Source: an optimization exercise on an open RTL-to-GDS flow (aim: small area and a short achievable clock period). Production flows keep margins and buffers that such runs may drop.
The RTL was checked by simulation tests, not by an equivalence proof against the original design.
Power is estimated from default activity; no workload was simulated.

[flow/design.v]
module fa(input x, y, z, output s, c);
  assign s = x ^ y ^ z;
  assign c = (x & y) | (z & (x | y));
endmodule
module bsel(input a, b, one, two, neg, output pn);
  assign pn = ~(((a & one) | (b & two)) ^ neg);
endmodule
module bsel1(input a, s, neg, output pn);
  assign pn = ~((a & s) ^ neg);
endmodule
module hac(input xn, yn, output sn, cn);
  xnor_m u_s (.a(xn), .b(yn), .y(sn));
  or_m u_c (.a(xn), .b(yn), .y(cn));
endmodule
module xnor_m(input a, b, output y);
  assign y = ~(a ^ b);
endmodule
module or_m(input a, b, output y);
  assign y = a | b;
endmodule
module g_inv(input a, output y);
  assign y = ~a;
endmodule
module g_nand2(input a, b, output y);
  assign y = ~(a & b);
endmodule
module g_nor2(input a, b, output y);
  assign y = ~(a | b);
endmodule
module g_xor2(input a, b, output y);
  assign y = a ^ b;
endmodule
module g_xnor2(input a, b, output y);
  assign y = ~(a ^ b);
endmodule
module g_aoi21(input a, b, c, output y);
  assign y = ~(c | (a & b));
endmodule
module g_oai21(input a, b, c, output y);
  assign y = ~(c & (a | b));
endmodule
module dadda_16_16(mpd_in, mpr_in, op_out, clk);
  input clk;
  input [15:0] mpd_in, mpr_in;
  output [32:0] op_out;
  wire [17:0] ye = {2'b00, mpr_in};
  wire [7:0] e_one, e_two;
  genvar gi, gj;
  generate for (gi = 0; gi < 8; gi = gi + 1) begin : g_enc
    wire ym1 = (gi == 0) ? 1'b0 : ye[2*gi-1];
    assign e_one[gi] = ye[2*gi] ^ ym1;
    assign e_two[gi] = (ye[2*gi+1] & ~ye[2*gi] & ~ym1) | (~ye[2*gi+1] & ye[2*gi] & ym1);
  end endgenerate
  reg [15:0] x;
  reg [7:0] one, two, neg;
  reg [25:0] q0, q1;
  reg [5:0] ql;
  reg qc;
  wire carry_n = w270;
  wire [25:0] r0n, r1n;
  wire [5:0] sln;
  always @(posedge clk) begin
    x <= mpd_in;
    one <= e_one;
    two <= e_two;
    neg <= {mpr_in[15], mpr_in[13], mpr_in[11], mpr_in[9], mpr_in[7], mpr_in[5], mpr_in[3], mpr_in[1]};
    q0 <= r0n;
    q1 <= r1n;
    ql <= sln;
    qc <= carry_n;
  end
  wire [7:0] negn = ~neg;
  wire [16:0] ppn [0:7];
  generate for (gi = 0; gi < 8; gi = gi + 1) begin : g_pp
    for (gj = 0; gj < 17; gj = gj + 1) begin : g_ppj
      if (gj == 0) begin : g_lo
        bsel1 u_sel (.a(x[0]), .s(one[gi]), .neg(neg[gi]), .pn(ppn[gi][gj]));
      end else if (gj == 16) begin : g_hi
        bsel1 u_sel (.a(x[15]), .s(two[gi]), .neg(neg[gi]), .pn(ppn[gi][gj]));
      end else begin : g_mid
        bsel u_sel (.a(x[gj]), .b(x[gj-1]), .one(one[gi]), .two(two[gi]), .neg(neg[gi]), .pn(ppn[gi][gj]));
      end
    end
  end endgenerate
  wire [15:0] r8n;
  generate for (gj = 0; gj < 16; gj = gj + 1) begin : g_r8
    g_nand2 u_r8 (.a(x[gj]), .b(neg[7]), .y(r8n[gj]));
  end endgenerate
  wire ci1;
  wire ci2;
  wire ci3;
  wire ci4;
  wire ci5;
  wire ci6;
  wire w7;
  wire w8;
  wire w9;
  wire w10;
  wire w11;
  wire w12;
  wire w13;
  wire w14;
  wire w15;
  wire w16;
  wire w17;
  wire w18;
  wire w19;
  wire w20;
  wire w21;
  wire w22;
  wire w23;
  wire w24;
  wire w25;
  wire w26;
  wire w27;
  wire w28;
  wire w29;
  wire w30;
  wire w31;
  wire w32;
  wire w33;
  wire w34;
  wire w35;
  wire w36;
  wire w37;
  wire w38;
  wire w39;
  wire w40;
  wire w41;
  wire w42;
  wire w43;
  wire w44;
  wire w45;
  wire w46;
  wire w47;
  wire w48;
  wire w49;
  wire w50;
  wire w51;
  wire w52;
  wire w53;
  wire w54;
  wire w55;
  wire w56;
  wire w57;
  wire w58;
  wire w59;
  wire w60;
  wire w61;
  wire w62;
  wire w63;
  wire w64;
  wire w65;
  wire w66;
  wire w67;
  wire w68;
  wire w69;
  wire w70;
  wire w71;
  wire w72;
  wire w73;
  wire w74;
  wire w75;
  wire w76;
  wire w77;
  wire w78;
  wire w79;
  wire w80;
  wire w81;
  wire w82;
  wire w83;
  wire w84;
  wire w85;
  wire w86;
  wire w87;
  wire w88;
  wire w89;
  wire w90;
  wire w91;
  wire w92;
  wire w93;
  wire w94;
  wire w95;
  wire w96;
  wire w97;
  wire w98;
  wire w99;
  wire w100;
  wire w101;
  wire w102;
  wire w103;
  wire w104;
  wire w105;
  wire w106;
  wire w107;
  wire w108;
  wire w109;
  wire w110;
  wire w111;
  wire w112;
  wire w113;
  wire w114;
  wire w115;
  wire w116;
  wire w117;
  wire w118;
  wire w119;
  wire w120;
  wire w121;
  wire w122;
  wire w123;
  wire w124;
  wire w125;
  wire w126;
  wire w127;
  wire w128;
  wire w129;
  wire w130;
  wire w131;
  wire w132;
  wire w133;
  wire w134;
  wire w135;
  wire w136;
  wire w137;
  wire w138;
  wire w139;
  wire w140;
  wire w141;
  wire w142;
  wire w143;
  wire w144;
  wire w145;
  wire w146;
  wire w147;
  wire w148;
  wire w149;
  wire w150;
  wire w151;
  wire w152;
  wire w153;
  wire w154;
  wire w155;
  wire w156;
  wire w157;
  wire w158;
  wire w159;
  wire w160;
  wire w161;
  wire w162;
  wire w163;
  wire w164;
  wire w165;
  wire w166;
  wire w167;
  wire w168;
  wire w169;
  wire w170;
  wire w171;
  wire w172;
  wire w173;
  wire w174;
  wire w175;
  wire w176;
  wire w177;
  wire w178;
  wire w179;
  wire w180;
  wire w181;
  wire w182;
  wire w183;
  wire w184;
  wire w185;
  wire w186;
  wire w187;
  wire w188;
  wire w189;
  wire w190;
  wire w191;
  wire w192;
  wire w193;
  wire w194;
  wire w195;
  wire w196;
  wire w197;
  wire w198;
  wire w199;
  wire w200;
  wire w201;
  wire w202;
  wire w203;
  wire w204;
  wire w205;
  wire w206;
  wire w207;
  wire w208;
  wire w209;
  wire w210;
  wire w211;
  wire w212;
  wire w213;
  wire w214;
  wire w215;
  wire w216;
  wire w217;
  wire w218;
  wire w219;
  wire w220;
  wire w221;
  wire w222;
  wire w223;
  wire w224;
  wire w225;
  wire w226;
  wire w227;
  wire w228;
  wire w229;
  wire w230;
  wire w231;
  wire w232;
  wire w233;
  wire w234;
  wire w235;
  wire w236;
  wire w237;
  wire w238;
  wire w239;
  wire w240;
  wire w241;
  wire w242;
  wire w243;
  wire w244;
  wire w245;
  wire w246;
  wire w247;
  wire w248;
  wire w249;
  wire w250;
  wire w251;
  wire w252;
  wire w253;
  wire w254;
  wire w255;
  wire w256;
  wire w257;
  wire w258;
  wire w259;
  wire w260;
  wire w261;
  wire w262;
  wire w263;
  wire w264;
  wire w265;
  wire w266;
  wire w267;
  wire w268;
  wire w269;
  wire w270;
  assign ci1 = ~r8n[4];
  assign ci2 = ~r8n[6];
  assign ci3 = ~r8n[8];
  assign ci4 = ~r8n[10];
  assign ci5 = ~r8n[12];
  assign ci6 = ~r8n[14];
  hac u_w7 (.xn(negn[5]), .yn(ppn[0][10]), .sn(w7), .cn(w8));
  hac u_w9 (.xn(ppn[0][11]), .yn(ppn[1][9]), .sn(w9), .cn(w10));
  fa u_w11 (.x(negn[6]), .y(ppn[0][12]), .z(ppn[1][10]), .s(w11), .c(w12));
  hac u_w13 (.xn(ppn[2][8]), .yn(ppn[3][6]), .sn(w13), .cn(w14));
  fa u_w15 (.x(ppn[0][13]), .y(ppn[1][11]), .z(ppn[2][9]), .s(w15), .c(w16));
  hac u_w17 (.xn(ppn[3][7]), .yn(ppn[4][5]), .sn(w17), .cn(w18));
  fa u_w19 (.x(negn[7]), .y(ppn[0][14]), .z(ppn[1][12]), .s(w19), .c(w20));
  fa u_w21 (.x(ppn[2][10]), .y(ppn[3][8]), .z(ppn[4][6]), .s(w21), .c(w22));
  hac u_w23 (.xn(ppn[5][4]), .yn(ppn[6][2]), .sn(w23), .cn(w24));
  fa u_w25 (.x(ppn[0][15]), .y(ppn[1][13]), .z(ppn[2][11]), .s(w25), .c(w26));
  fa u_w27 (.x(ppn[3][9]), .y(ppn[4][7]), .z(ppn[5][5]), .s(w27), .c(w28));
  hac u_w29 (.xn(ppn[6][3]), .yn(ppn[7][1]), .sn(w29), .cn(w30));
  fa u_w31 (.x(r8n[0]), .y(ppn[0][16]), .z(ppn[1][14]), .s(w31), .c(w32));
  fa u_w33 (.x(ppn[2][12]), .y(ppn[3][10]), .z(ppn[4][8]), .s(w33), .c(w34));
  fa u_w35 (.x(ppn[5][6]), .y(ppn[6][4]), .z(ppn[7][2]), .s(w35), .c(w36));
  fa u_w37 (.x(r8n[1]), .y(negn[0]), .z(ppn[1][15]), .s(w37), .c(w38));
  fa u_w39 (.x(ppn[2][13]), .y(ppn[3][11]), .z(ppn[4][9]), .s(w39), .c(w40));
  fa u_w41 (.x(ppn[5][7]), .y(ppn[6][5]), .z(ppn[7][3]), .s(w41), .c(w42));
  fa u_w43 (.x(r8n[2]), .y(negn[0]), .z(ppn[1][16]), .s(w43), .c(w44));
  fa u_w45 (.x(ppn[2][14]), .y(ppn[3][12]), .z(ppn[4][10]), .s(w45), .c(w46));
  fa u_w47 (.x(ppn[5][8]), .y(ppn[6][6]), .z(ppn[7][4]), .s(w47), .c(w48));
  fa u_w49 (.x(r8n[3]), .y(neg[0]), .z(neg[1]), .s(w49), .c(w50));
  fa u_w51 (.x(ppn[2][15]), .y(ppn[3][13]), .z(ppn[4][11]), .s(w51), .c(w52));
  fa u_w53 (.x(ppn[5][9]), .y(ppn[6][7]), .z(ppn[7][5]), .s(w53), .c(w54));
  fa u_w55 (.x(ci1), .y(ppn[2][16]), .z(ppn[3][14]), .s(w55), .c(w56));
  fa u_w57 (.x(ppn[4][12]), .y(ppn[5][10]), .z(ppn[6][8]), .s(w57), .c(w58));
  fa u_w59 (.x(r8n[5]), .y(r8n[4]), .z(neg[2]), .s(w59), .c(w60));
  fa u_w61 (.x(ppn[3][15]), .y(ppn[4][13]), .z(ppn[5][11]), .s(w61), .c(w62));
  fa u_w63 (.x(ci2), .y(ppn[3][16]), .z(ppn[4][14]), .s(w63), .c(w64));
  fa u_w65 (.x(r8n[7]), .y(r8n[6]), .z(neg[3]), .s(w65), .c(w66));
  hac u_w67 (.xn(negn[3]), .yn(ppn[0][6]), .sn(w67), .cn(w68));
  hac u_w69 (.xn(ppn[0][7]), .yn(ppn[1][5]), .sn(w69), .cn(w70));
  fa u_w71 (.x(negn[4]), .y(ppn[0][8]), .z(ppn[1][6]), .s(w71), .c(w72));
  hac u_w73 (.xn(ppn[2][4]), .yn(ppn[3][2]), .sn(w73), .cn(w74));
  fa u_w75 (.x(ppn[0][9]), .y(ppn[1][7]), .z(ppn[2][5]), .s(w75), .c(w76));
  hac u_w77 (.xn(ppn[3][3]), .yn(ppn[4][1]), .sn(w77), .cn(w78));
  fa u_w79 (.x(ppn[1][8]), .y(ppn[2][6]), .z(ppn[3][4]), .s(w79), .c(w80));
  fa u_w81 (.x(ppn[4][2]), .y(ppn[5][0]), .z(w7), .s(w81), .c(w82));
  fa u_w83 (.x(ppn[2][7]), .y(ppn[3][5]), .z(ppn[4][3]), .s(w83), .c(w84));
  fa u_w85 (.x(ppn[5][1]), .y(w8), .z(w9), .s(w85), .c(w86));
  fa u_w87 (.x(ppn[4][4]), .y(ppn[5][2]), .z(ppn[6][0]), .s(w87), .c(w88));
  fa u_w89 (.x(w10), .y(w13), .z(w11), .s(w89), .c(w90));
  fa u_w91 (.x(ppn[5][3]), .y(ppn[6][1]), .z(w14), .s(w91), .c(w92));
  fa u_w93 (.x(w17), .y(w12), .z(w15), .s(w93), .c(w94));
  fa u_w95 (.x(ppn[7][0]), .y(w18), .z(w23), .s(w95), .c(w96));
  fa u_w97 (.x(w16), .y(w19), .z(w21), .s(w97), .c(w98));
  fa u_w99 (.x(w24), .y(w29), .z(w20), .s(w99), .c(w100));
  fa u_w101 (.x(w22), .y(w25), .z(w27), .s(w101), .c(w102));
  fa u_w103 (.x(w30), .y(w26), .z(w28), .s(w103), .c(w104));
  fa u_w105 (.x(w31), .y(w33), .z(w35), .s(w105), .c(w106));
  fa u_w107 (.x(w32), .y(w34), .z(w36), .s(w107), .c(w108));
  fa u_w109 (.x(w37), .y(w39), .z(w41), .s(w109), .c(w110));
  fa u_w111 (.x(w38), .y(w40), .z(w42), .s(w111), .c(w112));
  fa u_w113 (.x(w43), .y(w45), .z(w47), .s(w113), .c(w114));
  fa u_w115 (.x(w44), .y(w46), .z(w48), .s(w115), .c(w116));
  fa u_w117 (.x(w49), .y(w51), .z(w53), .s(w117), .c(w118));
  fa u_w119 (.x(ppn[7][6]), .y(w50), .z(w52), .s(w119), .c(w120));
  fa u_w121 (.x(w54), .y(w55), .z(w57), .s(w121), .c(w122));
  fa u_w123 (.x(ppn[6][9]), .y(ppn[7][7]), .z(w56), .s(w123), .c(w124));
  fa u_w125 (.x(w58), .y(w59), .z(w61), .s(w125), .c(w126));
  fa u_w127 (.x(ppn[5][12]), .y(ppn[6][10]), .z(ppn[7][8]), .s(w127), .c(w128));
  fa u_w129 (.x(w60), .y(w62), .z(w63), .s(w129), .c(w130));
  fa u_w131 (.x(ppn[4][15]), .y(ppn[5][13]), .z(ppn[6][11]), .s(w131), .c(w132));
  fa u_w133 (.x(ppn[7][9]), .y(w64), .z(w65), .s(w133), .c(w134));
  fa u_w135 (.x(ci3), .y(ppn[4][16]), .z(ppn[5][14]), .s(w135), .c(w136));
  fa u_w137 (.x(ppn[6][12]), .y(ppn[7][10]), .z(w66), .s(w137), .c(w138));
  fa u_w139 (.x(r8n[9]), .y(r8n[8]), .z(neg[4]), .s(w139), .c(w140));
  fa u_w141 (.x(ppn[5][15]), .y(ppn[6][13]), .z(ppn[7][11]), .s(w141), .c(w142));
  fa u_w143 (.x(ci4), .y(ppn[5][16]), .z(ppn[6][14]), .s(w143), .c(w144));
  fa u_w145 (.x(r8n[11]), .y(r8n[10]), .z(neg[5]), .s(w145), .c(w146));
  hac u_w147 (.xn(negn[2]), .yn(ppn[0][4]), .sn(w147), .cn(w148));
  hac u_w149 (.xn(ppn[0][5]), .yn(ppn[1][3]), .sn(w149), .cn(w150));
  fa u_w151 (.x(ppn[1][4]), .y(ppn[2][2]), .z(ppn[3][0]), .s(w151), .c(w152));
  fa u_w153 (.x(ppn[2][3]), .y(ppn[3][1]), .z(w68), .s(w153), .c(w154));
  fa u_w155 (.x(ppn[4][0]), .y(w70), .z(w73), .s(w155), .c(w156));
  fa u_w157 (.x(w74), .y(w77), .z(w72), .s(w157), .c(w158));
  fa u_w159 (.x(w78), .y(w76), .z(w79), .s(w159), .c(w160));
  fa u_w161 (.x(w80), .y(w83), .z(w82), .s(w161), .c(w162));
  fa u_w163 (.x(w84), .y(w87), .z(w86), .s(w163), .c(w164));
  fa u_w165 (.x(w88), .y(w91), .z(w90), .s(w165), .c(w166));
  fa u_w167 (.x(w92), .y(w95), .z(w94), .s(w167), .c(w168));
  fa u_w169 (.x(w96), .y(w98), .z(w99), .s(w169), .c(w170));
  fa u_w171 (.x(w100), .y(w102), .z(w103), .s(w171), .c(w172));
  fa u_w173 (.x(w104), .y(w106), .z(w107), .s(w173), .c(w174));
  fa u_w175 (.x(w108), .y(w110), .z(w111), .s(w175), .c(w176));
  fa u_w177 (.x(w112), .y(w114), .z(w115), .s(w177), .c(w178));
  fa u_w179 (.x(w116), .y(w118), .z(w119), .s(w179), .c(w180));
  fa u_w181 (.x(w120), .y(w122), .z(w123), .s(w181), .c(w182));
  fa u_w183 (.x(w127), .y(w124), .z(w126), .s(w183), .c(w184));
  fa u_w185 (.x(w128), .y(w131), .z(w130), .s(w185), .c(w186));
  fa u_w187 (.x(w132), .y(w135), .z(w137), .s(w187), .c(w188));
  fa u_w189 (.x(w136), .y(w139), .z(w141), .s(w189), .c(w190));
  fa u_w191 (.x(ppn[7][12]), .y(w140), .z(w142), .s(w191), .c(w192));
  fa u_w193 (.x(ppn[6][15]), .y(ppn[7][13]), .z(w144), .s(w193), .c(w194));
  fa u_w195 (.x(ci5), .y(ppn[6][16]), .z(ppn[7][14]), .s(w195), .c(w196));
  fa u_w197 (.x(r8n[13]), .y(r8n[12]), .z(neg[6]), .s(w197), .c(w198));
  hac u_w199 (.xn(negn[1]), .yn(ppn[0][2]), .sn(w199), .cn(w200));
  hac u_w201 (.xn(ppn[0][3]), .yn(ppn[1][1]), .sn(w201), .cn(w202));
  fa u_w203 (.x(ppn[1][2]), .y(ppn[2][0]), .z(w147), .s(w203), .c(w204));
  fa u_w205 (.x(ppn[2][1]), .y(w148), .z(w149), .s(w205), .c(w206));
  fa u_w207 (.x(w150), .y(w67), .z(w151), .s(w207), .c(w208));
  fa u_w209 (.x(w69), .y(w152), .z(w153), .s(w209), .c(w210));
  fa u_w211 (.x(w71), .y(w154), .z(w155), .s(w211), .c(w212));
  fa u_w213 (.x(w75), .y(w156), .z(w157), .s(w213), .c(w214));
  fa u_w215 (.x(w81), .y(w158), .z(w159), .s(w215), .c(w216));
  fa u_w217 (.x(w85), .y(w160), .z(w161), .s(w217), .c(w218));
  fa u_w219 (.x(w89), .y(w162), .z(w163), .s(w219), .c(w220));
  fa u_w221 (.x(w93), .y(w164), .z(w165), .s(w221), .c(w222));
  fa u_w223 (.x(w97), .y(w166), .z(w167), .s(w223), .c(w224));
  fa u_w225 (.x(w101), .y(w168), .z(w169), .s(w225), .c(w226));
  fa u_w227 (.x(w105), .y(w170), .z(w171), .s(w227), .c(w228));
  fa u_w229 (.x(w109), .y(w172), .z(w173), .s(w229), .c(w230));
  fa u_w231 (.x(w113), .y(w174), .z(w175), .s(w231), .c(w232));
  fa u_w233 (.x(w117), .y(w176), .z(w177), .s(w233), .c(w234));
  fa u_w235 (.x(w121), .y(w178), .z(w179), .s(w235), .c(w236));
  fa u_w237 (.x(w125), .y(w180), .z(w181), .s(w237), .c(w238));
  fa u_w239 (.x(w129), .y(w182), .z(w183), .s(w239), .c(w240));
  fa u_w241 (.x(w133), .y(w184), .z(w185), .s(w241), .c(w242));
  fa u_w243 (.x(w134), .y(w186), .z(w187), .s(w243), .c(w244));
  fa u_w245 (.x(w138), .y(w189), .z(w188), .s(w245), .c(w246));
  fa u_w247 (.x(w143), .y(w190), .z(w191), .s(w247), .c(w248));
  fa u_w249 (.x(w145), .y(w192), .z(w193), .s(w249), .c(w250));
  fa u_w251 (.x(w146), .y(w195), .z(w194), .s(w251), .c(w252));
  fa u_w253 (.x(ppn[7][15]), .y(w196), .z(w197), .s(w253), .c(w254));
  fa u_w255 (.x(ci6), .y(ppn[7][16]), .z(w198), .s(w255), .c(w256));
  fa u_w257 (.x(r8n[15]), .y(r8n[14]), .z(neg[7]), .s(w257), .c(w258));
  hac u_w259 (.xn(negn[0]), .yn(ppn[0][0]), .sn(w259), .cn(w260));
  hac u_w261 (.xn(ppn[0][1]), .yn(w260), .sn(w261), .cn(w262));
  fa u_w263 (.x(w199), .y(ppn[1][0]), .z(w262), .s(w263), .c(w264));
  fa u_w265 (.x(w200), .y(w201), .z(w264), .s(w265), .c(w266));
  fa u_w267 (.x(w202), .y(w203), .z(w266), .s(w267), .c(w268));
  fa u_w269 (.x(w204), .y(w205), .z(w268), .s(w269), .c(w270));
  g_nor2 u_g0 (.a(w206), .b(w207), .y(r0n[0]));
  g_xor2 u_p0 (.a(w206), .b(w207), .y(r1n[0]));
  g_nor2 u_g1 (.a(w208), .b(w209), .y(r0n[1]));
  g_xor2 u_p1 (.a(w208), .b(w209), .y(r1n[1]));
  g_nor2 u_g2 (.a(w210), .b(w211), .y(r0n[2]));
  g_xor2 u_p2 (.a(w210), .b(w211), .y(r1n[2]));
  g_nor2 u_g3 (.a(w212), .b(w213), .y(r0n[3]));
  g_xor2 u_p3 (.a(w212), .b(w213), .y(r1n[3]));
  g_nor2 u_g4 (.a(w214), .b(w215), .y(r0n[4]));
  g_xor2 u_p4 (.a(w214), .b(w215), .y(r1n[4]));
  g_nor2 u_g5 (.a(w216), .b(w217), .y(r0n[5]));
  g_xor2 u_p5 (.a(w216), .b(w217), .y(r1n[5]));
  g_nor2 u_g6 (.a(w218), .b(w219), .y(r0n[6]));
  g_xor2 u_p6 (.a(w218), .b(w219), .y(r1n[6]));
  g_nor2 u_g7 (.a(w220), .b(w221), .y(r0n[7]));
  g_xor2 u_p7 (.a(w220), .b(w221), .y(r1n[7]));
  g_nor2 u_g8 (.a(w222), .b(w223), .y(r0n[8]));
  g_xor2 u_p8 (.a(w222), .b(w223), .y(r1n[8]));
  g_nor2 u_g9 (.a(w224), .b(w225), .y(r0n[9]));
  g_xor2 u_p9 (.a(w224), .b(w225), .y(r1n[9]));
  g_nor2 u_g10 (.a(w226), .b(w227), .y(r0n[10]));
  g_xor2 u_p10 (.a(w226), .b(w227), .y(r1n[10]));
  g_nor2 u_g11 (.a(w228), .b(w229), .y(r0n[11]));
  g_xor2 u_p11 (.a(w228), .b(w229), .y(r1n[11]));
  g_nor2 u_g12 (.a(w230), .b(w231), .y(r0n[12]));
  g_xor2 u_p12 (.a(w230), .b(w231), .y(r1n[12]));
  g_nor2 u_g13 (.a(w232), .b(w233), .y(r0n[13]));
  g_xor2 u_p13 (.a(w232), .b(w233), .y(r1n[13]));
  g_nor2 u_g14 (.a(w234), .b(w235), .y(r0n[14]));
  g_xor2 u_p14 (.a(w234), .b(w235), .y(r1n[14]));
  g_nor2 u_g15 (.a(w236), .b(w237), .y(r0n[15]));
  g_xor2 u_p15 (.a(w236), .b(w237), .y(r1n[15]));
  g_nor2 u_g16 (.a(w238), .b(w239), .y(r0n[16]));
  g_xor2 u_p16 (.a(w238), .b(w239), .y(r1n[16]));
  g_nor2 u_g17 (.a(w240), .b(w241), .y(r0n[17]));
  g_xor2 u_p17 (.a(w240), .b(w241), .y(r1n[17]));
  g_nor2 u_g18 (.a(w242), .b(w243), .y(r0n[18]));
  g_xor2 u_p18 (.a(w242), .b(w243), .y(r1n[18]));
  g_nor2 u_g19 (.a(w244), .b(w245), .y(r0n[19]));
  g_xor2 u_p19 (.a(w244), .b(w245), .y(r1n[19]));
  g_nor2 u_g20 (.a(w246), .b(w247), .y(r0n[20]));
  g_xor2 u_p20 (.a(w246), .b(w247), .y(r1n[20]));
  g_nor2 u_g21 (.a(w248), .b(w249), .y(r0n[21]));
  g_xor2 u_p21 (.a(w248), .b(w249), .y(r1n[21]));
  g_nor2 u_g22 (.a(w250), .b(w251), .y(r0n[22]));
  g_xor2 u_p22 (.a(w250), .b(w251), .y(r1n[22]));
  g_nor2 u_g23 (.a(w252), .b(w253), .y(r0n[23]));
  g_xor2 u_p23 (.a(w252), .b(w253), .y(r1n[23]));
  g_nor2 u_g24 (.a(w254), .b(w255), .y(r0n[24]));
  g_xor2 u_p24 (.a(w254), .b(w255), .y(r1n[24]));
  g_nor2 u_g25 (.a(w256), .b(w257), .y(r0n[25]));
  g_xor2 u_p25 (.a(w256), .b(w257), .y(r1n[25]));
  assign sln[0] = w259;
  assign sln[1] = w261;
  assign sln[2] = w263;
  assign sln[3] = w265;
  assign sln[4] = w267;
  assign sln[5] = w269;
  wire a1;
  wire a2;
  wire a3;
  wire a4;
  wire a5;
  wire a6;
  wire a7;
  wire a8;
  wire a9;
  wire a10;
  wire a11;
  wire a12;
  wire a13;
  wire a14;
  wire a15;
  wire a16;
  wire a17;
  wire a18;
  wire a19;
  wire a20;
  wire a21;
  wire a22;
  wire a23;
  wire a24;
  wire a25;
  wire a26;
  wire a27;
  wire a28;
  wire a29;
  wire a30;
  wire a31;
  wire a32;
  wire a33;
  wire a34;
  wire a35;
  wire a36;
  wire a37;
  wire a38;
  wire a39;
  wire a40;
  wire a41;
  wire a42;
  wire a43;
  wire a44;
  wire a45;
  wire a46;
  wire a47;
  wire a48;
  wire a49;
  wire a50;
  wire a51;
  wire a52;
  wire a53;
  wire a54;
  wire a55;
  wire a56;
  wire a57;
  wire a58;
  wire a59;
  wire a60;
  wire a61;
  wire a62;
  wire a63;
  wire a64;
  wire a65;
  wire a66;
  wire a67;
  wire a68;
  wire a69;
  wire a70;
  wire a71;
  wire a72;
  wire a73;
  wire a74;
  wire a75;
  wire a76;
  wire a77;
  wire a78;
  wire a79;
  wire a80;
  wire a81;
  wire a82;
  wire a83;
  wire a84;
  wire a85;
  wire a86;
  wire a87;
  wire a88;
  wire a89;
  wire a90;
  wire a91;
  wire a92;
  wire a93;
  wire a94;
  wire a95;
  wire a96;
  wire a97;
  wire a98;
  wire a99;
  wire a100;
  wire a101;
  wire a102;
  wire a103;
  wire a104;
  wire a105;
  wire a106;
  wire a107;
  wire a108;
  wire a109;
  wire a110;
  wire a111;
  wire a112;
  wire a113;
  wire a114;
  wire a115;
  wire a116;
  wire a117;
  wire a118;
  wire a119;
  wire a120;
  wire a121;
  wire a122;
  wire a123;
  wire a124;
  wire a125;
  wire a126;
  wire a127;
  wire a128;
  wire a129;
  wire a130;
  wire a131;
  wire a132;
  wire a133;
  wire a134;
  wire a135;
  wire a136;
  wire a137;
  wire a138;
  wire a139;
  wire a140;
  wire a141;
  wire a142;
  wire a143;
  wire a144;
  wire a145;
  wire a146;
  wire a147;
  g_inv u_a1 (.a(qc), .y(a1));
  g_aoi21 u_a2 (.a(q1[0]), .b(a1), .c(q0[0]), .y(a2));
  g_aoi21 u_a3 (.a(q1[2]), .b(q0[1]), .c(q0[2]), .y(a3));
  g_nand2 u_a4 (.a(q1[2]), .b(q1[1]), .y(a4));
  g_aoi21 u_a5 (.a(q1[4]), .b(q0[3]), .c(q0[4]), .y(a5));
  g_nand2 u_a6 (.a(q1[4]), .b(q1[3]), .y(a6));
  g_aoi21 u_a7 (.a(q1[6]), .b(q0[5]), .c(q0[6]), .y(a7));
  g_nand2 u_a8 (.a(q1[6]), .b(q1[5]), .y(a8));
  g_aoi21 u_a9 (.a(q1[8]), .b(q0[7]), .c(q0[8]), .y(a9));
  g_nand2 u_a10 (.a(q1[8]), .b(q1[7]), .y(a10));
  g_aoi21 u_a11 (.a(q1[10]), .b(q0[9]), .c(q0[10]), .y(a11));
  g_nand2 u_a12 (.a(q1[10]), .b(q1[9]), .y(a12));
  g_aoi21 u_a13 (.a(q1[12]), .b(q0[11]), .c(q0[12]), .y(a13));
  g_nand2 u_a14 (.a(q1[12]), .b(q1[11]), .y(a14));
  g_aoi21 u_a15 (.a(q1[14]), .b(q0[13]), .c(q0[14]), .y(a15));
  g_nand2 u_a16 (.a(q1[14]), .b(q1[13]), .y(a16));
  g_aoi21 u_a17 (.a(q1[16]), .b(q0[15]), .c(q0[16]), .y(a17));
  g_nand2 u_a18 (.a(q1[16]), .b(q1[15]), .y(a18));
  g_aoi21 u_a19 (.a(q1[18]), .b(q0[17]), .c(q0[18]), .y(a19));
  g_nand2 u_a20 (.a(q1[18]), .b(q1[17]), .y(a20));
  g_aoi21 u_a21 (.a(q1[20]), .b(q0[19]), .c(q0[20]), .y(a21));
  g_nand2 u_a22 (.a(q1[20]), .b(q1[19]), .y(a22));
  g_aoi21 u_a23 (.a(q1[22]), .b(q0[21]), .c(q0[22]), .y(a23));
  g_nand2 u_a24 (.a(q1[22]), .b(q1[21]), .y(a24));
  g_aoi21 u_a25 (.a(q1[24]), .b(q0[23]), .c(q0[24]), .y(a25));
  g_nand2 u_a26 (.a(q1[24]), .b(q1[23]), .y(a26));
  g_inv u_a27 (.a(a2), .y(a27));
  g_aoi21 u_a28 (.a(q1[1]), .b(a27), .c(q0[1]), .y(a28));
  g_oai21 u_a29 (.a(a4), .b(a2), .c(a3), .y(a29));
  g_inv u_a30 (.a(a5), .y(a30));
  g_aoi21 u_a31 (.a(q1[5]), .b(a30), .c(q0[5]), .y(a31));
  g_inv u_a32 (.a(a6), .y(a32));
  g_nand2 u_a33 (.a(q1[5]), .b(a32), .y(a33));
  g_oai21 u_a34 (.a(a8), .b(a5), .c(a7), .y(a34));
  g_nor2 u_a35 (.a(a8), .b(a6), .y(a35));
  g_inv u_a36 (.a(a9), .y(a36));
  g_aoi21 u_a37 (.a(q1[9]), .b(a36), .c(q0[9]), .y(a37));
  g_inv u_a38 (.a(a10), .y(a38));
  g_nand2 u_a39 (.a(q1[9]), .b(a38), .y(a39));
  g_oai21 u_a40 (.a(a12), .b(a9), .c(a11), .y(a40));
  g_nor2 u_a41 (.a(a12), .b(a10), .y(a41));
  g_inv u_a42 (.a(a13), .y(a42));
  g_aoi21 u_a43 (.a(q1[13]), .b(a42), .c(q0[13]), .y(a43));
  g_inv u_a44 (.a(a14), .y(a44));
  g_nand2 u_a45 (.a(q1[13]), .b(a44), .y(a45));
  g_oai21 u_a46 (.a(a16), .b(a13), .c(a15), .y(a46));
  g_nor2 u_a47 (.a(a16), .b(a14), .y(a47));
  g_inv u_a48 (.a(a17), .y(a48));
  g_aoi21 u_a49 (.a(q1[17]), .b(a48), .c(q0[17]), .y(a49));
  g_inv u_a50 (.a(a18), .y(a50));
  g_nand2 u_a51 (.a(q1[17]), .b(a50), .y(a51));
  g_oai21 u_a52 (.a(a20), .b(a17), .c(a19), .y(a52));
  g_nor2 u_a53 (.a(a20), .b(a18), .y(a53));
  g_inv u_a54 (.a(a21), .y(a54));
  g_aoi21 u_a55 (.a(q1[21]), .b(a54), .c(q0[21]), .y(a55));
  g_inv u_a56 (.a(a22), .y(a56));
  g_nand2 u_a57 (.a(q1[21]), .b(a56), .y(a57));
  g_oai21 u_a58 (.a(a24), .b(a21), .c(a23), .y(a58));
  g_nor2 u_a59 (.a(a24), .b(a22), .y(a59));
  g_inv u_a60 (.a(a25), .y(a60));
  g_aoi21 u_a61 (.a(q1[25]), .b(a60), .c(q0[25]), .y(a61));
  g_inv u_a62 (.a(a26), .y(a62));
  g_nand2 u_a63 (.a(q1[25]), .b(a62), .y(a63));
  g_aoi21 u_a64 (.a(q1[3]), .b(a29), .c(q0[3]), .y(a64));
  g_inv u_a65 (.a(a29), .y(a65));
  g_oai21 u_a66 (.a(a6), .b(a65), .c(a5), .y(a66));
  g_oai21 u_a67 (.a(a33), .b(a65), .c(a31), .y(a67));
  g_aoi21 u_a68 (.a(a35), .b(a29), .c(a34), .y(a68));
  g_aoi21 u_a69 (.a(q1[11]), .b(a40), .c(q0[11]), .y(a69));
  g_nand2 u_a70 (.a(q1[11]), .b(a41), .y(a70));
  g_inv u_a71 (.a(a40), .y(a71));
  g_oai21 u_a72 (.a(a14), .b(a71), .c(a13), .y(a72));
  g_nand2 u_a73 (.a(a44), .b(a41), .y(a73));
  g_oai21 u_a74 (.a(a45), .b(a71), .c(a43), .y(a74));
  g_inv u_a75 (.a(a45), .y(a75));
  g_nand2 u_a76 (.a(a75), .b(a41), .y(a76));
  g_aoi21 u_a77 (.a(a47), .b(a40), .c(a46), .y(a77));
  g_nand2 u_a78 (.a(a47), .b(a41), .y(a78));
  g_aoi21 u_a79 (.a(q1[19]), .b(a52), .c(q0[19]), .y(a79));
  g_nand2 u_a80 (.a(q1[19]), .b(a53), .y(a80));
  g_inv u_a81 (.a(a52), .y(a81));
  g_oai21 u_a82 (.a(a22), .b(a81), .c(a21), .y(a82));
  g_nand2 u_a83 (.a(a56), .b(a53), .y(a83));
  g_oai21 u_a84 (.a(a57), .b(a81), .c(a55), .y(a84));
  g_inv u_a85 (.a(a57), .y(a85));
  g_nand2 u_a86 (.a(a85), .b(a53), .y(a86));
  g_aoi21 u_a87 (.a(a59), .b(a52), .c(a58), .y(a87));
  g_nand2 u_a88 (.a(a59), .b(a53), .y(a88));
  g_inv u_a89 (.a(a68), .y(a89));
  g_aoi21 u_a90 (.a(q1[7]), .b(a89), .c(q0[7]), .y(a90));
  g_oai21 u_a91 (.a(a10), .b(a68), .c(a9), .y(a91));
  g_oai21 u_a92 (.a(a39), .b(a68), .c(a37), .y(a92));
  g_aoi21 u_a93 (.a(a41), .b(a89), .c(a40), .y(a93));
  g_oai21 u_a94 (.a(a70), .b(a68), .c(a69), .y(a94));
  g_inv u_a95 (.a(a72), .y(a95));
  g_oai21 u_a96 (.a(a73), .b(a68), .c(a95), .y(a96));
  g_inv u_a97 (.a(a74), .y(a97));
  g_oai21 u_a98 (.a(a76), .b(a68), .c(a97), .y(a98));
  g_oai21 u_a99 (.a(a78), .b(a68), .c(a77), .y(a99));
  g_inv u_a100 (.a(a87), .y(a100));
  g_aoi21 u_a101 (.a(q1[23]), .b(a100), .c(q0[23]), .y(a101));
  g_inv u_a102 (.a(a88), .y(a102));
  g_nand2 u_a103 (.a(q1[23]), .b(a102), .y(a103));
  g_oai21 u_a104 (.a(a26), .b(a87), .c(a25), .y(a104));
  g_nor2 u_a105 (.a(a26), .b(a88), .y(a105));
  g_oai21 u_a106 (.a(a63), .b(a87), .c(a61), .y(a106));
  g_nor2 u_a107 (.a(a63), .b(a88), .y(a107));
  g_aoi21 u_a108 (.a(q1[15]), .b(a99), .c(q0[15]), .y(a108));
  g_inv u_a109 (.a(a99), .y(a109));
  g_oai21 u_a110 (.a(a18), .b(a109), .c(a17), .y(a110));
  g_oai21 u_a111 (.a(a51), .b(a109), .c(a49), .y(a111));
  g_aoi21 u_a112 (.a(a53), .b(a99), .c(a52), .y(a112));
  g_oai21 u_a113 (.a(a80), .b(a109), .c(a79), .y(a113));
  g_inv u_a114 (.a(a83), .y(a114));
  g_aoi21 u_a115 (.a(a114), .b(a99), .c(a82), .y(a115));
  g_inv u_a116 (.a(a86), .y(a116));
  g_aoi21 u_a117 (.a(a116), .b(a99), .c(a84), .y(a117));
  g_oai21 u_a118 (.a(a88), .b(a109), .c(a87), .y(a118));
  g_oai21 u_a119 (.a(a103), .b(a109), .c(a101), .y(a119));
  g_aoi21 u_a120 (.a(a105), .b(a99), .c(a104), .y(a120));
  g_aoi21 u_a121 (.a(a107), .b(a99), .c(a106), .y(a121));
  g_xnor2 u_a122 (.a(q1[0]), .b(qc), .y(a122));
  g_xnor2 u_a123 (.a(q1[1]), .b(a2), .y(a123));
  g_xnor2 u_a124 (.a(q1[2]), .b(a28), .y(a124));
  g_xor2 u_a125 (.a(q1[3]), .b(a29), .y(a125));
  g_xnor2 u_a126 (.a(q1[4]), .b(a64), .y(a126));
  g_xor2 u_a127 (.a(q1[5]), .b(a66), .y(a127));
  g_xor2 u_a128 (.a(q1[6]), .b(a67), .y(a128));
  g_xnor2 u_a129 (.a(q1[7]), .b(a68), .y(a129));
  g_xnor2 u_a130 (.a(q1[8]), .b(a90), .y(a130));
  g_xor2 u_a131 (.a(q1[9]), .b(a91), .y(a131));
  g_xor2 u_a132 (.a(q1[10]), .b(a92), .y(a132));
  g_xnor2 u_a133 (.a(q1[11]), .b(a93), .y(a133));
  g_xor2 u_a134 (.a(q1[12]), .b(a94), .y(a134));
  g_xor2 u_a135 (.a(q1[13]), .b(a96), .y(a135));
  g_xor2 u_a136 (.a(q1[14]), .b(a98), .y(a136));
  g_xor2 u_a137 (.a(q1[15]), .b(a99), .y(a137));
  g_xnor2 u_a138 (.a(q1[16]), .b(a108), .y(a138));
  g_xor2 u_a139 (.a(q1[17]), .b(a110), .y(a139));
  g_xor2 u_a140 (.a(q1[18]), .b(a111), .y(a140));
  g_xnor2 u_a141 (.a(q1[19]), .b(a112), .y(a141));
  g_xor2 u_a142 (.a(q1[20]), .b(a113), .y(a142));
  g_xnor2 u_a143 (.a(q1[21]), .b(a115), .y(a143));
  g_xnor2 u_a144 (.a(q1[22]), .b(a117), .y(a144));
  g_xor2 u_a145 (.a(q1[23]), .b(a118), .y(a145));
  g_xor2 u_a146 (.a(q1[24]), .b(a119), .y(a146));
  g_xnor2 u_a147 (.a(q1[25]), .b(a120), .y(a147));
  wire [25:0] hi;
  assign hi[0] = a122;
  assign hi[1] = a123;
  assign hi[2] = a124;
  assign hi[3] = a125;
  assign hi[4] = a126;
  assign hi[5] = a127;
  assign hi[6] = a128;
  assign hi[7] = a129;
  assign hi[8] = a130;
  assign hi[9] = a131;
  assign hi[10] = a132;
  assign hi[11] = a133;
  assign hi[12] = a134;
  assign hi[13] = a135;
  assign hi[14] = a136;
  assign hi[15] = a137;
  assign hi[16] = a138;
  assign hi[17] = a139;
  assign hi[18] = a140;
  assign hi[19] = a141;
  assign hi[20] = a142;
  assign hi[21] = a143;
  assign hi[22] = a144;
  assign hi[23] = a145;
  assign hi[24] = a146;
  assign hi[25] = a147;
  assign op_out = {1'b0, hi, ~ql};
endmodule
[flow/flow/run.sh]
#!/bin/bash
# Standard layout (the standard.sh) with two changes:
#  - after synthesis, flow/post_synth.tcl takes logic cells down to their
#    smallest drive strength (timing repair later sizes up what it needs);
#  - the port buffers are buf_1 cells (sized up by repair where needed).
set -euo pipefail
here=$(pwd)
bash standard.sh POST_SYNTH_TCL=$here/flow/post_synth.tcl \
  "BUFFER_PORTS_ARGS=-buffer_cell sky130_fd_sc_hd__buf_1" finish > $here/standard_flow.log 2>&1
[flow/flow/post_synth.tcl]
# After synthesis: take every logic cell down to the smallest drive strength
# of its own kind and drop the buffers synthesis inserted; timing repair in the
# later steps sizes up what the critical paths need.
set n_resized 0
foreach inst [get_cells *] {
  set master [get_property $inst ref_name]
  if {![regexp {^(sky130_fd_sc_hd__[a-z0-9]+)_([0-9]+)$} $master -> base size]} { continue }
  if {[regexp {__(df|dl|sdf|edf|conb|tap|fill|decap|clk)} $base]} { continue }
  set best ""
  set best_area 1e9
  foreach s {0 1 2 4} {
    set lc [get_lib_cells -quiet */${base}_$s]
    if {$lc eq ""} { continue }
    if {[get_property $lc dont_use]} { continue }
    set a [get_property $lc area]
    if {$a < $best_area} { set best_area $a; set best [get_name $lc] }
  }
  if {$best ne "" && $best ne $master} {
    replace_cell $inst $best
    incr n_resized
  }
}
puts "post_synth: resized $n_resized cells"
remove_buffers
[flow/standard.sh]
#!/bin/bash
# synth_recipe.tcl (not shown) runs the flow's synth.tcl, then flattens the netlist and writes it again
# the make line also repeats each setting of config.mk as NAME=value (left out here)
make -C /OpenROAD-flow-scripts/flow DESIGN_CONFIG=/design/flow/config.mk WORK_HOME=/design/flow/orfs CLKGATE_MAP_FILE= SYNTH_SCRIPT=/design/flow/synth_recipe.tcl "${@:-finish}"
[flow/config.mk]
export PLATFORM = sky130hd
export DESIGN_NAME = dadda_16_16
export DESIGN_NICKNAME = dadda_16_16
export VERILOG_FILES = /design/flow/design.v
export SDC_FILE = /design/flow/constraint.sdc
export NUM_CORES = 4
export LEC_CHECK = 0
export CAP_MARGIN = 20
export CORE_MARGIN = 2
export CORE_UTILIZATION = 55
export CTS_BUF_LIST = sky130_fd_sc_hd__clkbuf_8 sky130_fd_sc_hd__clkbuf_16
export CTS_CLUSTER_DIAMETER = 60
export CTS_CLUSTER_SIZE = 30
export SETUP_SLACK_MARGIN = 3.45
export SLEW_MARGIN = 20
export SYNTH_HIERARCHICAL = 1
[flow/constraint.sdc]
create_clock -name core_clock -period 7.0 [get_ports {clk}]
set_input_delay 1.4000 -clock core_clock [delete_from_list [all_inputs] [get_ports {clk}]]
set_output_delay 1.4000 -clock core_clock [all_outputs]
set_load 0.01 [all_outputs]
==> impl_metrics.toml, run 1 <==
[outcome]
status = "complete, no violations"

[clock_network]
cts_tree = "done"
root_buffer = "clkbuf_16"
clockBufferDepth = 2
cts_num_sinks = 98
cts.reportedPaths.clkPinSlew_ns = 0.07
ctsHoldBuffers = 0
clkLatencyLatePin_ns = 0.36
numCtsBuffers = 9
cts.htree.levels = 3

[global_route]
overflow = 0
grt_pass1_wl_um = 33800
grt_pass1_vias = 6785
grt_max_degree = 36
grtUsageTotal_pct = 27.1
antenna_found_initial = 0

[flow_run]
max_cap_viol_count = 0

[routing]
via_count = 6058
totalWireLength_um = 19700
drc = 0
post_drt_wl_per_cell_um = 18.7
dr.pass1.iters = 5
drt_first_iter_violations = 347
drt.antenna.violating_nets = 0
vias_per_cell = 5.76

[setup_path]
worstReg2RegStart = "one[5]$_DFF_P_"
r2r_end = "q1[15]$_DFF_P_"
path_class = "reg -> out"
cp_top_family = "compound AO/OA/AOI/OAI gates"
cpPeakStageDelay_ns = 0.33
startpoint_type = "register"
cp-end-kind = "output port"
r2r_slack_ns = 3.66
path_cells = "a21oi_1 > o21ai_4 > a21oi_4 > buf_12 > o21ai_4 > buf_6 > a21oi_1 > xnor2_1 > clkbuf_2"
path_buf_inv = 3
slowest_stage = "dfxtp_1"
ff2ff_path_depth = 7
cp.arrival_ns = 2.06
crit_path_max_fanout = 8
critPathRequiredTime_ns = 5.60

[synthesis]
synth_fp_nets = 924
netlist_area_mm2 = 0.00806
yosysWarnings = 7
avgSynthCellArea_um2 = 10.4
syn_inst = 775

[die]
placementRows = 44
coreArea_mm2 = 0.0144
die_h_um = 125
start_util_pct = 55.9
ios = 66
die-area_mm2 = 0.0156
die_x_um = 125

[timing]
finalHoldViolations = 0
setup-violations-final = 0
fmax_mhz = 289
slew_violations = 0
period_needed_ns = 3.46
slew_headroom_pct = 66.7
tightest_slew_ns = 0.499
fin_crit_sh_pct = 49.4
setup_tns_ns = 0
finalClockSkew_ns = 0.00976
rsz0062_at_grt = "yes"

[hold_path]
min_to = "ql[0]$_DFF_P_"
holdPathStages = 3
hp-start = "one[0]$_DFF_P_"
hold_class = "reg -> reg"

[cells_and_area]
area_growth_pct = 13.1
final_cells = 1052
layout-drive-gt1-share_pct = 10.1
nets = 1012
diodes = 0

[power_and_ir_drop]
leakage_uw = 0.00358
peakVddDrop_mv = 0.181
power_density_mw_per_mm2 = 436

[placed_design]
dp_cells = 1032
place_congestion = 0.829
dp_hpwl_um = 13900
portBuffers = 64
## state kept, by name (all words and copies together) (netlist names)
| name | cells |
|---|---|
| neg | 8 |
| two | 8 |
| x | 16 |
| q1 | 26 |
| ql | 6 |
| one | 8 |
| qc | 1 |
| q0 | 25 |
## worst max-delay path by stage
stage              startpoint             end  slack, ns  depth (start not counted)
2_1_floorplan  neg[0]$_DFF_P_   ql[5]$_DFF_P_       3.55                          7
3_3_place_gp       qc$_DFF_P_      op_out[26]       2.97                          9
3_5_place_dp       qc$_DFF_P_      op_out[26]       2.87                          9
4_1_cts          x[5]$_DFF_P_  q1[12]$_DFF_P_       3.45                          7
5_1_grt         q1[2]$_DFF_P_      op_out[28]       3.44                          9
6_report        q1[2]$_DFF_P_      op_out[28]       3.54                          9
## routing by layer
layer,vias up,wire (um),share of wire (%),GRT usage [%]
li1,2779,-,-,-
met1,3053,8020,41,34.7
met2,200,10200,52,47.4
met3,26,1130,5.7,3.29
met4,0,292,1.5,9.61
met5,-,0,0,0
## layout make-up
type	instances	area, um2
multi-input cells	632	6040
flip-flops and latches	98	2010
clock inverters	6	77.6
repair buffers	77	360
clock buffers	10	239
fillers	1236	5310
well taps	184	230
inverters	45	169
## metrics by stage
stage / instance area (um2) / setup slack, ns / util [%] / hold WS (ns) / total power (uW)
after CTS: 9000 / 3.45 / 62.4 / 0.856 / 3940
after global routing: 9120 / 3.44 / 63.2 / 0.817 / 4400
final: 9120 / 3.54 / 63.2 / 0.748 / 3970
after detailed placement: 8600 / 2.87 / 59.6 / 0.839 / 3340
after global placement: 8600 / 2.97 / 59.6 / 0.836 / 3270
after floorplan: 8060 / 3.55 / - / 0.753 / 2760
## layout by cell type, fill, tap and decap left out, drive strengths merged
| cell | n |
|---|---|
| xor2 | 183 |
| a22oi | 120 |
| fa | 116 |
| dfxtp | 98 |
| buf | 73 |
| nand2 | 58 |
| inv | 49 |
| a21oi | 33 |
| nor2 | 31 |
| o21ai | 31 |
| xnor2 | 28 |
| or2 | 16 |
| clkbuf | 14 |
| nand2b | 7 |
| nand3b | 7 |
| nor2b | 1 |
| bufinv | 1 |
| clkinvlp | 1 |
| conb | 1 |
## where the power goes
part / switching (uW) / total (uW) / internal, uW
logic: 1330 / 2480 / 1150
clock network: 231 / 526 / 294
registers: 185 / 972 / 787
## worst reg2reg max path: cells and delay by family (launching register included)
kind                       cells  cell delay (ns)
xor gates and xnor gates       2             0.38
AOI/OAI and AO/OA              1             0.19
DFF                            1             0.60
adders and majority gates      4             2.06
## timing repair
item,in CTS,in global routing
resized for setup,21,54
endpoints found under the hold margin,0,0
setup endpoints to repair,25,38
pin swaps,3,2
setup buffers,3,1
==> run 2: changes to the inputs <==
--- a/flow/flow/post_synth.tcl
+++ b/flow/flow/post_synth.tcl
@@ -23,2 +23,12 @@
 puts "post_synth: resized $n_resized cells"
 remove_buffers
+# The first-stage registers each drive a row or column of Booth selectors
+# (16-17 loads): give them the strongest flip-flop of their kind.
+set n_up 0
+foreach inst [get_cells *] {
+  if {[regexp {^(x|one|two|neg)\[} [get_name $inst]] && [get_property $inst ref_name] eq "sky130_fd_sc_hd__dfxtp_1"} {
+    replace_cell $inst sky130_fd_sc_hd__dfxtp_4
+    incr n_up
+  }
+}
+puts "post_synth: upsized $n_up first-stage flip-flops"
--- a/flow/config.mk
+++ b/flow/config.mk
@@ -12,5 +12,5 @@
 export CTS_CLUSTER_DIAMETER = 60
 export CTS_CLUSTER_SIZE = 30
-export SETUP_SLACK_MARGIN = 3.45
+export SETUP_SLACK_MARGIN = 3.6
 export SLEW_MARGIN = 20
 export SYNTH_HIERARCHICAL = 1
==> run 2 against run 1 <==
Effect of this change: global-route usage down 0.21 points; critical endpoint is now op_out[21]; power grew 3.4%; sequential share of layout area is 0.89 points higher; count of clock-buffer cells in the layout decreased by 1; highest routed layer unchanged; sequential power increased by 5%; flip-flop and latch count did not move; still clean on timing, DRC and antenna; register-to-register slack better by 0.10 ns; non-clock buffer count decreased by 3.
==> impl_metrics.toml, run 2 <==
[timing]
rsz0062_at_grt = "yes"
finalClockSkew_ns = 0.0150
finalHoldViolations = 0
fin_crit_sh_pct = 48.3
fmax_mhz = 296
setup-violations-final = 0
holdWs_ns = 0.731
slew_violations = 0
setup_tns_ns = 0
period_needed_ns = 3.38

[synthesis]
yosysWarnings = 7
netlist_area_mm2 = 0.00821
avgSynthCellArea_um2 = 10.6
synth_fp_nets = 924
syn_inst = 775

[die]
ios = 66
coreArea_mm2 = 0.0146
die_x_um = 126
die-area_mm2 = 0.0159
die_h_um = 126
placementRows = 44
start_util_pct = 56.3

[setup_path]
r2r_end = "ql[5]$_DFF_P_"
r2r_slack_ns = 3.76
critPathRequiredTime_ns = 5.60
crit_start = "q1[0]$_DFF_P_"
cp.arrival_ns = 1.98
worstReg2RegStart = "neg[0]$_DFF_P_"
startpoint_type = "register"
crit_path_max_fanout = 6
cp-end-kind = "output port"
ff2ff_path_depth = 7
path_class = "reg -> out"

[global_route]
grtUsageMet3_pct = 5.35
grtUsageTotal_pct = 26.8
overflow = 0
use_met1_pct = 33.8
use_met2_pct = 45.7
grt_pass1_wl_um = 33700
grt-busiest-layer = "met2"
grt_max_degree = 36
grt_pass1_vias = 6525
antenna_found_initial = 0

[cells_and_area]
largest_register = "q1"
nets = 1009
top_regs = "q1 x26, q0 x25, x x16"
area_growth_pct = 13.5
diodes = 0
largest_reg_flops = 26
layout_commonest_cell = "xor2_1"
fin_area_mm2 = 0.00933
final_cell_mix = "183 x xor2_1, 120 x a22oi_1, 116 x fa_1, 55 x nand2_1, 50 x buf_1"
layout-drive-gt1-share_pct = 14.8

[hold_path]
hp-start = "one[0]$_DFF_P_"
min_to = "ql[0]$_DFF_P_"
holdPathStages = 3
hold_class = "reg -> reg"

[clock_network]
clkLatencyLatePin_ns = 0.36
root_buffer = "clkbuf_16"
cts.htree.levels = 3
cts.reportedPaths.clkPinSlew_ns = 0.08
clockBufferDepth = 2
ctsHoldBuffers = 0
numCtsBuffers = 9
cts_num_sinks = 98
cts_tree = "done"

[outcome]
status = "complete, no violations"

[routing]
post_drt_wl_per_cell_um = 19.5
drt_first_iter_violations = 436
drt.antenna.violating_nets = 0
vias_per_cell = 5.81
totalWireLength_um = 20400
dr.pass1.iters = 5
drc = 0
via_count = 6097

[power_and_ir_drop]
peakVddDrop_mv = 0.223
design_power_total_uw = 4110
power_density_mw_per_mm2 = 441
leakage_uw = 0.00361

[flow_run]
max_cap_viol_count = 0

[placed_design]
portBuffers = 64
place_congestion = 0.839
dp_hpwl_um = 14100
dpl_cell_area_mm2 = 0.00868
run 2: changes by cell type in the layout (fill, tap and decap cells not counted), sizes merged:
| cell | change |
|---|---|
| buf | -1 |
| inv | -1 |
| clkbuf | -3 |
| clkinv | +2 |
run 2: layer usage:
metal,wire [um],vias to the layer above,part of all wire (%)
li1,-,2773,-
met1,8310,3077,41
met2,10300,211,51
met3,1260,36,6.2
met4,510,0,2.5
met5,0,-,0
run 2: worst max-delay path by stage:
stage / end / cells after the start
finish: op_out[21] / 8
global placement: op_out[24] / 9
floorplan: op_out[24] / 8
detailed placement: op_out[24] / 8
CTS: op_out[26] / 8
global route: op_out[31] / 8
run 2: timing repair:
action | 4_1_cts | 5_1_grt
gates resized for setup | 44 | 54
setup endpoints to repair | 21 | 18
endpoints found under the hold margin | 0 | 0
pin swaps | 6 | 14
buffers inserted | 6 | 4
run 2: cell type report:
| class | count | area [um2] |
|---|---|---|
| tap | 184 | 230 |
| multi-input combinational | 632 | 6130 |
| clock buffer | 9 | 225 |
| clock inverter | 7 | 83.8 |
| fill | 1239 | 5260 |
| sequential | 98 | 2140 |
| timing repair buffer | 74 | 348 |
| inverter | 45 | 171 |
run 2: worst max-delay path, stage by stage (launching register included):
cell and delay, ns:
dfxtp_4 0.36, a21oi_4 0.18, o21ai_4 0.09, a21oi_4 0.25, o21ai_4 0.14, buf_8 0.17
buf_6 0.11, xor2_1 0.15, buf_2 0.15
run 2: metrics by stage:
stage	setup slack, ns	util [%]	instances
final	3.62	63.9	1049
after floorplan	3.62	-	775
after CTS	3.60	62.7	1045
after global placement	2.95	59.5	1023
after global routing	3.53	63.9	1049
after detailed placement	2.79	59.5	1023
run 2: report_power, final:
| group | total [uW] | switching, uW | internal, uW |
|---|---|---|---|
| Combinational | 2570 | 1360 | 1210 |
| Sequential | 1020 | 230 | 792 |
| Clock | 518 | 235 | 283 |
| Total | 4110 | 1820 | 2290 |
==> run 3: changes to the inputs <==
--- a/flow/config.mk
+++ b/flow/config.mk
@@ -12,5 +12,5 @@
 export CTS_CLUSTER_DIAMETER = 60
 export CTS_CLUSTER_SIZE = 30
-export SETUP_SLACK_MARGIN = 3.6
+export SETUP_SLACK_MARGIN = 3.4
 export SLEW_MARGIN = 20
 export SYNTH_HIERARCHICAL = 1
==> run 3 against run 2 <==
Effect of this change: still clean; clock skew shrank 0.0041 ns; setup slack lost 0.059 ns; global-route usage shrank 0.087 points; critical path depth grew 1; first-iteration DRC count shrank 1.8%; design area shrank 2.2%; sequential power is essentially flat; die area is the same; worst hold slack gained 0.0050 ns; routed wire length shrank 2.4%; sequential share of layout area grew 0.27 points; final cell count shrank 0.48%.
==> impl_metrics.toml, run 3 <==
[setup_path]
startpoint_type = "register"
critPathRequiredTime_ns = 5.60
r2r_end = "ql[5]$_DFF_P_"
ff2ff_path_depth = 7
worstReg2RegStart = "neg[0]$_DFF_P_"
path_buf_inv = 4
cp-end-kind = "output port"
cpPeakStageDelay_ns = 0.34
cp_top_family = "compound AO/OA/AOI/OAI gates"
crit_path_max_fanout = 7
path_cells = "a21oi_1 > o21ai_4 > a21oi_4 > buf_4 > buf_4 > inv_1 > a21oi_1 > xnor2_1 > buf_1"
path_class = "reg -> out"
r2r_slack_ns = 3.73
slowest_stage = "dfxtp_1"
cp.arrival_ns = 2.04

[clock_network]
cts.htree.levels = 3
clkLatencyLatePin_ns = 0.36
clockBufferDepth = 2
cts_num_sinks = 98
numCtsBuffers = 9
root_buffer = "clkbuf_16"
cts_tree = "done"
cts.reportedPaths.clkPinSlew_ns = 0.08

[power_and_ir_drop]
power_density_mw_per_mm2 = 433
leakage_uw = 0.00355
sw_frac_of_total_pct = 43.4
clkPwrFrac_pct = 14.3
peakVddDrop_mv = 0.175
power_frac_seq_pct = 25.0
intPower_uw = 2240
p_comb_share_pct = 60.7
p_sw_uw = 1710

[routing]
drt_first_iter_violations = 428
met3_length_um = 1190
drt-met1-wl_um = 8190
via_count = 6087
totalWireLength_um = 19900
drc = 0
wl_met2_um = 9950
dr.pass1.iters = 5
maxUsedRoutingLayer = "met4"
drt.antenna.violating_nets = 0
post_drt_wl_per_cell_um = 19.1
vias_per_cell = 5.83

[flow_run]
max_cap_viol_count = 0

[cells_and_area]
final_cells = 1044
nets = 1004
largest_register = "q1"
layout-drive-gt1-share_pct = 8.72
layout_commonest_cell = "xor2_1"
area_growth_pct = 11.1
largest_reg_flops = 26
final_util_pct = 62.5
top_regs = "q1 x26, q0 x25, x x16"
fin_area_mm2 = 0.00912
diodes = 0
final_cell_mix = "183 x xor2_1, 120 x a22oi_1, 116 x fa_1, 60 x buf_1, 58 x nand2_1"

[global_route]
grt_max_degree = 36
antenna_found_initial = 0
grt_pass1_vias = 6661
overflow = 0
grtUsageTotal_pct = 26.8
grt_pass1_wl_um = 33700

[synthesis]
yosysWarnings = 7
netlist_area_mm2 = 0.00821
syn_inst = 775
avgSynthCellArea_um2 = 10.6
synth_fp_nets = 924

[hold_path]
holdPathStages = 3
hold_class = "reg -> reg"
min_to = "ql[0]$_DFF_P_"
hp-start = "one[0]$_DFF_P_"

[timing]
setup_tns_ns = 0
rsz0062_at_grt = "no"
fin_crit_sh_pct = 49.2
slew_violations = 0
finalHoldViolations = 0
finalClockSkew_ns = 0.0109
setup-violations-final = 0
period_needed_ns = 3.44
holdWs_ns = 0.736
fmax_mhz = 290

[placed_design]
dp_cells = 1024
dpl_cell_area_mm2 = 0.00869
portBuffers = 64
dp_hpwl_um = 14000
place_congestion = 0.845

[die]
die_h_um = 126
die-area_mm2 = 0.0159
placementRows = 44
coreArea_mm2 = 0.0146
start_util_pct = 56.3
ios = 66
die_x_um = 126

[outcome]
status = "complete, no violations"
-- run 3: worst max-delay path by stage --
| stage | cells past startpoint | from | endpoint | slack [ns] |
|---|---|---|---|---|
| CTS | 10 | qc$_DFF_P_ | op_out[29] | 3.41 |
| global placement | 10 | qc$_DFF_P_ | op_out[23] | 3.14 |
| floorplan | 8 | qc$_DFF_P_ | op_out[23] | 3.44 |
| finish | 9 | q1[2]$_DFF_P_ | op_out[17] | 3.56 |
| global route | 9 | q1[7]$_DFF_P_ | op_out[24] | 3.40 |
| detailed placement | 10 | qc$_DFF_P_ | op_out[30] | 3.05 |
-- run 3: repair_timing --
action                                 4_1_cts  5_1_grt
resized for setup                           11       15
buffers inserted                             3        1
setup endpoints to repair                   19       15
hold buffers                                 0        0
gates cloned                                 0        0
pin swaps                                    3        4
endpoints found under the hold margin        0        0
-- run 3: area by class of cell --
cell class	count	area, um2
Fill cell	1229	5470
Sequential cell	98	2110
Tap cell	184	230
Clock buffer	10	239
Clock inverter	6	105
Timing Repair Buffer	69	283
Multi-Input combinational cell	632	5980
Inverter	45	169
-- run 3: worst reg2reg max path, stage by stage, from the launching register on --
cell and delay (ns):
dfxtp_4 0.57, inv_1 0.25, or2_0 0.29, or2_0 0.27
fa_1 0.43, fa_1 0.45, fa_1 0.43, fa_1 0.46
-- run 3: metrics by stage --
step / worst slack (ns) / power [uW]
6_report: 3.56 / 3950
5_1_grt: 3.40 / 4350
4_1_cts: 3.41 / 3970
3_5_place_dp: 3.05 / 3350
3_3_place_gp: 3.14 / 3270
2_1_floorplan: 3.44 / 2750
-- run 3: power groups by stage --
stage	clock, uW	combinational (uW)	sequential, uW
after floorplan	0	1830	924
after global placement	0	2280	986
after detailed placement	0	2360	994
after CTS	578	2410	982
after global routing	600	2740	1010
final	567	2400	987
-- run 3: metal layers --
| layer | up-vias | GRT usage (%) |
|---|---|---|
| met5 | - | 0 |
| met4 | 0 | 11.4 |
| met3 | 42 | 5.27 |
| met1 | 3053 | 34.1 |
| li1 | 2770 | - |
| met2 | 222 | 44.6 |

-- port drivers added, routing unchanged --
How much do the figures lean on ideal ports? The routed layouts below were timed once more, with nothing changed but the port constraints. Step 1 assumes that a clkbuf_16 drives the clock port and a buf_2 every other input. Step 2, shift: input delay + t, output delay - t, t = (earliest + latest rising clock arrival at the registers) / 2. This alone moves slack from input paths to output paths. a / b / c = ideal ports / drivers / drivers and shift; a / b = the first two.
| run | t (ns) | setup WS [ns] | worst setup path after step 2 | latest minus earliest clock arrival (ns) | pins driven straight from the clock port |
|---|---|---|---|---|---|
| run 1 | 0.394 | 3.544 / 3.504 / 3.661 | register to register | 0.010 / 0.010 | 1 |
| run 2 | 0.397 | 3.616 / 3.576 / 3.757 | register to register | 0.015 / 0.016 | 1 |
| run 3 | 0.396 | 3.558 / 3.514 / 3.732 | register to register | 0.012 / 0.012 | 1 |
After both steps every run listed still meets setup and hold.
